Source: an optimization exercise on an open RTL-to-GDS flow (aim: small area, a short achievable clock period and few clock cycles per item). Production flows keep margins and buffers that such runs may drop.
Function was checked by simulation only, so behaviour that the tests miss may differ from the original.

==> job 8769 <==
==> flow/design.v (excerpt) <==
module bbs_generator(
    input  wire CLOCK_50,
    input  wire res,
    input  wire [63:0] seed,
    output wire [9:0] LEDR,
    output reg  valid,
    output wire [63:0] x_out,
    output wire [6:0] HEX0,
    output wire [6:0] HEX1,
    output wire [6:0] HEX2,
    output wire [6:0] HEX3,
    output wire [6:0] HEX4,
    output wire [6:0] HEX5
);
    reg  [1:0]  phase;       
    reg  [30:0] a_reg, b_reg;
    reg  [30:0] s_reg, bq_reg;
    reg  [23:0] counter;
    wire [63:0] sd = seed & {64{phase == 2'd0}};
    wire [30:0] a_next, b_next, s_next;
    wire [61:0] x;
    sq_mod_p sqp (.a(a_reg), .sd(sd), .r(a_next));
    sq_mod_q sqq (.b(b_reg), .sd(sd), .r(b_next));
    crt_s    crs (.a(a_reg), .b(b_reg), .s(s_next));
    crt_x    crx (.b(bq_reg), .s(s_reg), .x(x));
    wire even_next = ~(b_reg[0] ^ s_next[0]);
    wire x0 = bq_reg[0] ^ s_reg[0];
    always @(posedge CLOCK_50 or posedge res) begin
        if (res) begin
            phase   <= 2'd0;
            a_reg   <= 31'd0;
            b_reg   <= 31'd0;
            s_reg   <= 31'd0;
            bq_reg  <= 31'd0;
            counter <= 24'd0;
            valid   <= 1'b0;
        end else begin
            if (phase != 2'd2)
                phase <= phase + 2'd1;
            a_reg  <= a_next;
            b_reg  <= b_next;
            s_reg  <= s_next;
            bq_reg <= b_reg;
            valid  <= (phase == 2'd2);
            if (phase == 2'd2 && even_next)
                counter <= counter + 24'd1;
        end
    end
    assign x_out = {2'b00, x};
    assign LEDR  = {8'd0, ~x0, x0};
    decode_7seg d0 (.in(counter[3:0]),   .seg(HEX0));
    decode_7seg d1 (.in(counter[7:4]),   .seg(HEX1));
    decode_7seg d2 (.in(counter[11:8]),  .seg(HEX2));
    decode_7seg d3 (.in(counter[15:12]), .seg(HEX3));
    decode_7seg d4 (.in(counter[19:16]), .seg(HEX4));
    decode_7seg d5 (.in(counter[23:20]), .seg(HEX5));
endmodule
clock: 12.0 ns
lec_check: 0
cap_margin: 20
core_margin: 2
core_utilization: 60
setup_slack_margin: 4.5
slew_margin: 20
synth_hierarchical: 1
synth_minimum_keep_size: 0
run.sh (not shown) runs the stock make flow with config.mk's settings and CLKGATE_MAP_FILE= SYNTH_SCRIPT=/design/flow/synth_recipe.tcl, a recipe that flattens the netlist after the stock synthesis.
==> inputs of job 5998, as changes to job 8769 <==
SETUP_SLACK_MARGIN = 3   (was 4.5)
==> inputs of job 1963, as changes to job 8769 <==
SETUP_SLACK_MARGIN = 0.5   (was 4.5)
==> summary of the runs <==
- Synthesized cell count is the same in job 1963 and job 8769.
- The lowest cell count belongs to job 1963, the highest to job 5998.
- The lowest global-route usage belongs to job 1963, the highest to job 5998.
- Job 1963 completed without violations. Job 8769 finished with timing, DRC and antenna clean. Job 5998 produced a clean layout.
- Non-clock buffer count: job 1963 < job 8769 < job 5998.
- Routed wire length, lowest first: job 1963, job 8769, job 5998.
- Fmax, highest first: job 5998, job 8769, job 1963.
- Die area is the same in job 8769 and job 1963.
- Worst setup slack, highest first: job 5998, job 8769, job 1963.
- The lowest design area belongs to job 1963, the highest to job 5998.
Testbench counts of job 8769, summed over its fixed seeds: cycles 216, numbers 192.
Testbench counts of job 5998, summed over its fixed seeds: cycles 216, numbers 192.
Testbench counts of job 1963, summed over its fixed seeds: cycles 216, numbers 192.

---

==> inputs of run a <==
Another version of the RTL of bbs_generator (not shown whole).
==> flow/design.v (excerpt) <==
module bbs_generator(
    input  wire CLOCK_50,
    input  wire res,
    input  wire [63:0] seed,
    output wire [9:0] LEDR,
    output reg  valid,
    output wire [63:0] x_out,
    output wire [6:0] HEX0,
    output wire [6:0] HEX1,
    output wire [6:0] HEX2,
    output wire [6:0] HEX3,
    output wire [6:0] HEX4,
    output wire [6:0] HEX5
);
    reg  [1:0]  phase;       
    reg  [30:0] a_reg, b_reg;
    reg  [30:0] s_reg, bq_reg;
    reg  [23:0] counter;
    wire [63:0] sd = seed & {64{phase == 2'd0}};
    wire [30:0] a_next, b_next, s_next;
    wire [61:0] x;
    sq_mod_p sqp (.a(a_reg), .sd(sd), .r(a_next));
    sq_mod_q sqq (.b(b_reg), .sd(sd), .r(b_next));
    wire b_ge = (&b_reg[30:5]) & (b_reg[4:0] >= 5'd13);
    wire [4:0] b_lo = b_reg[4:0] + 5'd19;
    wire [30:0] b_c = b_ge ? {26'd0, b_lo} : b_reg;
    crt_s    crs (.a(a_reg), .b(b_reg), .ge(b_ge), .s(s_next));
    crt_x    crx (.b(bq_reg), .s(s_reg), .x(x));
    wire x0 = bq_reg[0] ^ s_reg[0];
    wire [23:0] shown = counter + {23'd0, ~x0};
    always @(posedge CLOCK_50 or posedge res) begin
        if (res) begin
            phase   <= 2'd0;
            a_reg   <= 31'd0;
            b_reg   <= 31'd0;
            s_reg   <= 31'd0;
            bq_reg  <= 31'd0;
            counter <= 24'd0;
            valid   <= 1'b0;
        end else begin
            if (phase != 2'd2)
                phase <= phase + 2'd1;
            a_reg  <= a_next;
            b_reg  <= b_next;
            s_reg  <= s_next;
            bq_reg <= b_c;
            valid  <= (phase == 2'd2);
            if (valid)
                counter <= shown;
        end
    end
    assign x_out = {2'b00, x};
    assign LEDR  = {8'd0, ~x0, x0};
    decode_7seg d0 (.in(shown[3:0]),   .seg(HEX0));
    decode_7seg d1 (.in(shown[7:4]),   .seg(HEX1));
    decode_7seg d2 (.in(shown[11:8]),  .seg(HEX2));
    decode_7seg d3 (.in(shown[15:12]), .seg(HEX3));
    decode_7seg d4 (.in(shown[19:16]), .seg(HEX4));
  ...
make LEC_CHECK=0 CAP_MARGIN=20 CORE_MARGIN=2 CORE_UTILIZATION=60 SETUP_SLACK_MARGIN=2.5 SLEW_MARGIN=20 SYNTH_HIERARCHICAL=1 SYNTH_MINIMUM_KEEP_SIZE=0 finish   # period 12.0 ns
==> inputs of run b, as changes to run a <==
--- a/flow/design.v
+++ b/flow/design.v
@@ -2921,31 +2921,28 @@
     assign yt_G[30] = yt_G30_0;
     assign yt_P[30] = 1'b0;
     wire yt_co = yt_G[30];
     wire [30:0] yt_s = yt_p ^ {yt_G[29:0], 1'b0};
     wire [30:0] t = yt_s;
     wire h1 = yt_co ^ e;    
     wire h2 = yt_co & e;    
-    wire [6:0] w0 = {1'b0, t[5:0]};
-    wire [6:0] w1 = {1'b0, t[5:0]} + 7'd19;
-    wire [6:0] w2 = {1'b0, t[5:0]} + 7'd38;
-    wire [6:0] w3 = {1'b0, t[5:0]} + 7'd57;
-    wire c6 = h2 ? w2[6] : (h1 ? w1[6] : w0[6]);
-    wire [24:0] z = {yt_p[30:7] ^ yt_g[29:6], yt_p[6] ^ yt_G[5]};
+    wire [6:0] l0 = {1'b0, t[5:0]};
+    wire [6:0] l19 = {1'b0, t[5:0]} + 7'd19;
+    wire [6:0] l38 = {1'b0, t[5:0]} + 7'd38;
+    wire [6:0] l = h2 ? l38 : (h1 ? l19 : l0);
     wire [25:0] ones;
     assign ones[0] = 1'b1;
     genvar gi;
     generate for (gi = 1; gi < 26; gi = gi + 1) begin : op
-        assign ones[gi] = &z[gi-1:0];
+        assign ones[gi] = ones[gi-1] & t[gi+5];
     end endgenerate
-    wire ovf = c6 & ones[25];
-    wire [5:0] la = h2 ? w2[5:0] : (h1 ? w1[5:0] : w0[5:0]);
-    wire [5:0] lb = h2 ? w3[5:0] : (h1 ? w2[5:0] : w1[5:0]);
-    wire [24:0] hi = t[30:6] ^ ({25{c6}} & ones[24:0]);
-    assign r = ovf ? {25'd0, lb} : {hi, la};
+    wire [24:0] hi = t[30:6] ^ ({25{l[6]}} & ones[24:0]);
+    wire ovf = l[6] & ones[25];
+    wire [6:0] l2 = {1'b0, l[5:0]} + 7'd19;
+    assign r = ovf ? {24'd0, l2} : {hi, l[5:0]};
 endmodule
 module crt_s (
     input  wire [30:0] a,
     input  wire [30:0] b,
     input  wire        ge,
     output wire [30:0] s
 );
@@ -4493,21 +4490,15 @@
     assign ax_G[35] = ax_G35_0;
     assign ax_P[35] = 1'b0;
     wire ax_co = ax_G[35];
     wire [35:0] ax_s = ax_p ^ {ax_G[34:0], 1'b0};
     wire [35:0] L = ax_s;
     wire [4:0] m = 5'd19 - L[35:31];
     wire [5:0] lo = {1'b0, s[4:0]} - {1'b0, m};
-    wire [25:0] zeros;
-    assign zeros[0] = 1'b1;
-    genvar gi;
-    generate for (gi = 1; gi < 26; gi = gi + 1) begin : op
-        assign zeros[gi] = zeros[gi-1] & ~s[gi+4];
-    end endgenerate
-    wire [25:0] hi = s[30:5] ^ ({26{lo[5]}} & zeros);
+    wire [25:0] hi = s[30:5] - {25'd0, lo[5]};
     assign x = {hi, lo[4:0], L[30:0]};
 endmodule
 module decode_7seg(
     input [3:0] in,
     output reg [6:0] seg
 );
     always @(*) begin
==> inputs of run c, as changes to run a <==
--- a/flow/design.v
+++ b/flow/design.v
@@ -2921,31 +2921,28 @@
     assign yt_G[30] = yt_G30_0;
     assign yt_P[30] = 1'b0;
     wire yt_co = yt_G[30];
     wire [30:0] yt_s = yt_p ^ {yt_G[29:0], 1'b0};
     wire [30:0] t = yt_s;
     wire h1 = yt_co ^ e;    
     wire h2 = yt_co & e;    
-    wire [6:0] w0 = {1'b0, t[5:0]};
-    wire [6:0] w1 = {1'b0, t[5:0]} + 7'd19;
-    wire [6:0] w2 = {1'b0, t[5:0]} + 7'd38;
-    wire [6:0] w3 = {1'b0, t[5:0]} + 7'd57;
-    wire c6 = h2 ? w2[6] : (h1 ? w1[6] : w0[6]);
-    wire [24:0] z = {yt_p[30:7] ^ yt_g[29:6], yt_p[6] ^ yt_G[5]};
+    wire [6:0] l0 = {1'b0, t[5:0]};
+    wire [6:0] l19 = {1'b0, t[5:0]} + 7'd19;
+    wire [6:0] l38 = {1'b0, t[5:0]} + 7'd38;
+    wire [6:0] l = h2 ? l38 : (h1 ? l19 : l0);
     wire [25:0] ones;
     assign ones[0] = 1'b1;
     genvar gi;
     generate for (gi = 1; gi < 26; gi = gi + 1) begin : op
-        assign ones[gi] = &z[gi-1:0];
+        assign ones[gi] = ones[gi-1] & t[gi+5];
     end endgenerate
-    wire ovf = c6 & ones[25];
-    wire [5:0] la = h2 ? w2[5:0] : (h1 ? w1[5:0] : w0[5:0]);
-    wire [5:0] lb = h2 ? w3[5:0] : (h1 ? w2[5:0] : w1[5:0]);
-    wire [24:0] hi = t[30:6] ^ ({25{c6}} & ones[24:0]);
-    assign r = ovf ? {25'd0, lb} : {hi, la};
+    wire [24:0] hi = t[30:6] ^ ({25{l[6]}} & ones[24:0]);
+    wire ovf = l[6] & ones[25];
+    wire [6:0] l2 = {1'b0, l[5:0]} + 7'd19;
+    assign r = ovf ? {24'd0, l2} : {hi, l[5:0]};
 endmodule
 module crt_s (
     input  wire [30:0] a,
     input  wire [30:0] b,
     input  wire        ge,
     output wire [30:0] s
 );
@@ -4493,21 +4490,15 @@
     assign ax_G[35] = ax_G35_0;
     assign ax_P[35] = 1'b0;
     wire ax_co = ax_G[35];
     wire [35:0] ax_s = ax_p ^ {ax_G[34:0], 1'b0};
     wire [35:0] L = ax_s;
     wire [4:0] m = 5'd19 - L[35:31];
     wire [5:0] lo = {1'b0, s[4:0]} - {1'b0, m};
-    wire [25:0] zeros;
-    assign zeros[0] = 1'b1;
-    genvar gi;
-    generate for (gi = 1; gi < 26; gi = gi + 1) begin : op
-        assign zeros[gi] = zeros[gi-1] & ~s[gi+4];
-    end endgenerate
-    wire [25:0] hi = s[30:5] ^ ({26{lo[5]}} & zeros);
+    wire [25:0] hi = s[30:5] - {25'd0, lo[5]};
     assign x = {hi, lo[4:0], L[30:0]};
 endmodule
 module decode_7seg(
     input [3:0] in,
     output reg [6:0] seg
 );
     always @(*) begin
SETUP_SLACK_MARGIN = 3   (was 2.5)
==> qor summary <==
HPWL reported at the end of detailed placement: run b 134.2 mm; run c 134.2 mm; run a 137.6 mm
Critical Path Start: run b s_reg[7]$_DFF_PP0_; run c s_reg[22]$_DFF_PP0_; run a b_reg[28]$_DFF_PP0_
Highest cell delay on the worst timing path: run b 0.56 ns; run c 0.61 ns; run a 0.56 ns
Inserted tap cell count: run b 1176; run c 1176; run a 1186
Outcome: run b timing/DRC/antenna clean; run c timing/DRC/antenna clean; run a timing/DRC/antenna clean
Signal arrival time at the worst endpoint: run b 6.91 ns; run c 6.60 ns; run a 9.66 ns
Parity-gate share of the synthesized area counting xor and xnor cells: run b 0.03775; run c 0.03775; run a 0.03843
Skew-Pair Late Insertion Delay: run b 0.53 ns; run c 0.52 ns; run a 0.50 ns
Multi-input comb cells: run b 4494; run c 4495; run a 4550
Time the final worst path needs with I/O delays and setup: run b 9.309 ns; run c 8.998 ns; run a 9.253 ns
Share of synthesized cell area in full adder, half adder and majority cells: run b 0.5941; run c 0.5941; run a 0.5884
Met3 layer usage reported by global route: run b 0.1230; run c 0.1460; run a 0.09504
Gpl congestion: run b 1.003; run c 1.003; run a 1.022
Required arrival time at the worst endpoint: run b 9.60 ns; run c 9.60 ns; run a 12.40 ns
Final non-filler cell area: run b 59560 µm²; run c 62860 µm²; run a 59680 µm²
CP endpoint: run b x_out[57]; run c x_out[48]; run a b_reg[11]$_DFF_PP0_
Detail Route met2 WL: run b 78.64 mm; run c 82.64 mm; run a 80.00 mm
Setup CP Type: run b reg2out; run c reg2out; run a reg2reg
Diode insertion count for antenna repair: run b 0; run c 1; run a 0
Testbench counts of run a, summed over its fixed seeds: cycles 216, numbers 192.
Testbench counts of run b, summed over its fixed seeds: cycles 216, numbers 192.
Testbench counts of run c, summed over its fixed seeds: cycles 216, numbers 192.

## re-timing with driven ports
How much do the figures lean on ideal ports? The routed layouts below were timed once more, with nothing changed but the port constraints. Step 1: set_driving_cell puts a clkbuf_16 on CLOCK_50 and a buf_2 on each other input, an assumption about the parent block. Step 2, shift: input delay + t, output delay - t, t = (earliest + latest rising clock arrival at the registers) / 2. This alone moves slack from input paths to output paths. Slacks: no drivers / after step 1 / after step 2; pairs: no drivers / after step 1.
| run | shift t [ns] | slack for setup (ns) | slew at the worst register clock pin (ns) | pins driven straight from the clock port |
|---|---|---|---|---|
| job 8769 | 0.590 | 2.226 / 2.226 / 2.226 | 0.10 / 0.10 | 1 |
| job 5998 | 0.587 | 2.483 / 2.483 / 2.483 | 0.08 / 0.08 | 1 |
| job 1963 | 0.591 | 1.241 / 1.241 / 1.241 | 0.09 / 0.09 | 1 |
| run a | 0.556 | 2.747 / 2.747 / 2.469 | 0.08 / 0.08 | 1 |
| run b | 0.591 | 2.691 / 2.617 / 2.564 | 0.09 / 0.09 | 1 |
| run c | 0.587 | 3.002 / 2.928 / 2.813 | 0.08 / 0.08 | 1 |
After both steps every run listed still meets setup and hold. The setup slack of run a, which loses most, moves by 0.000 ns with the drivers and by -0.278 ns with both steps.
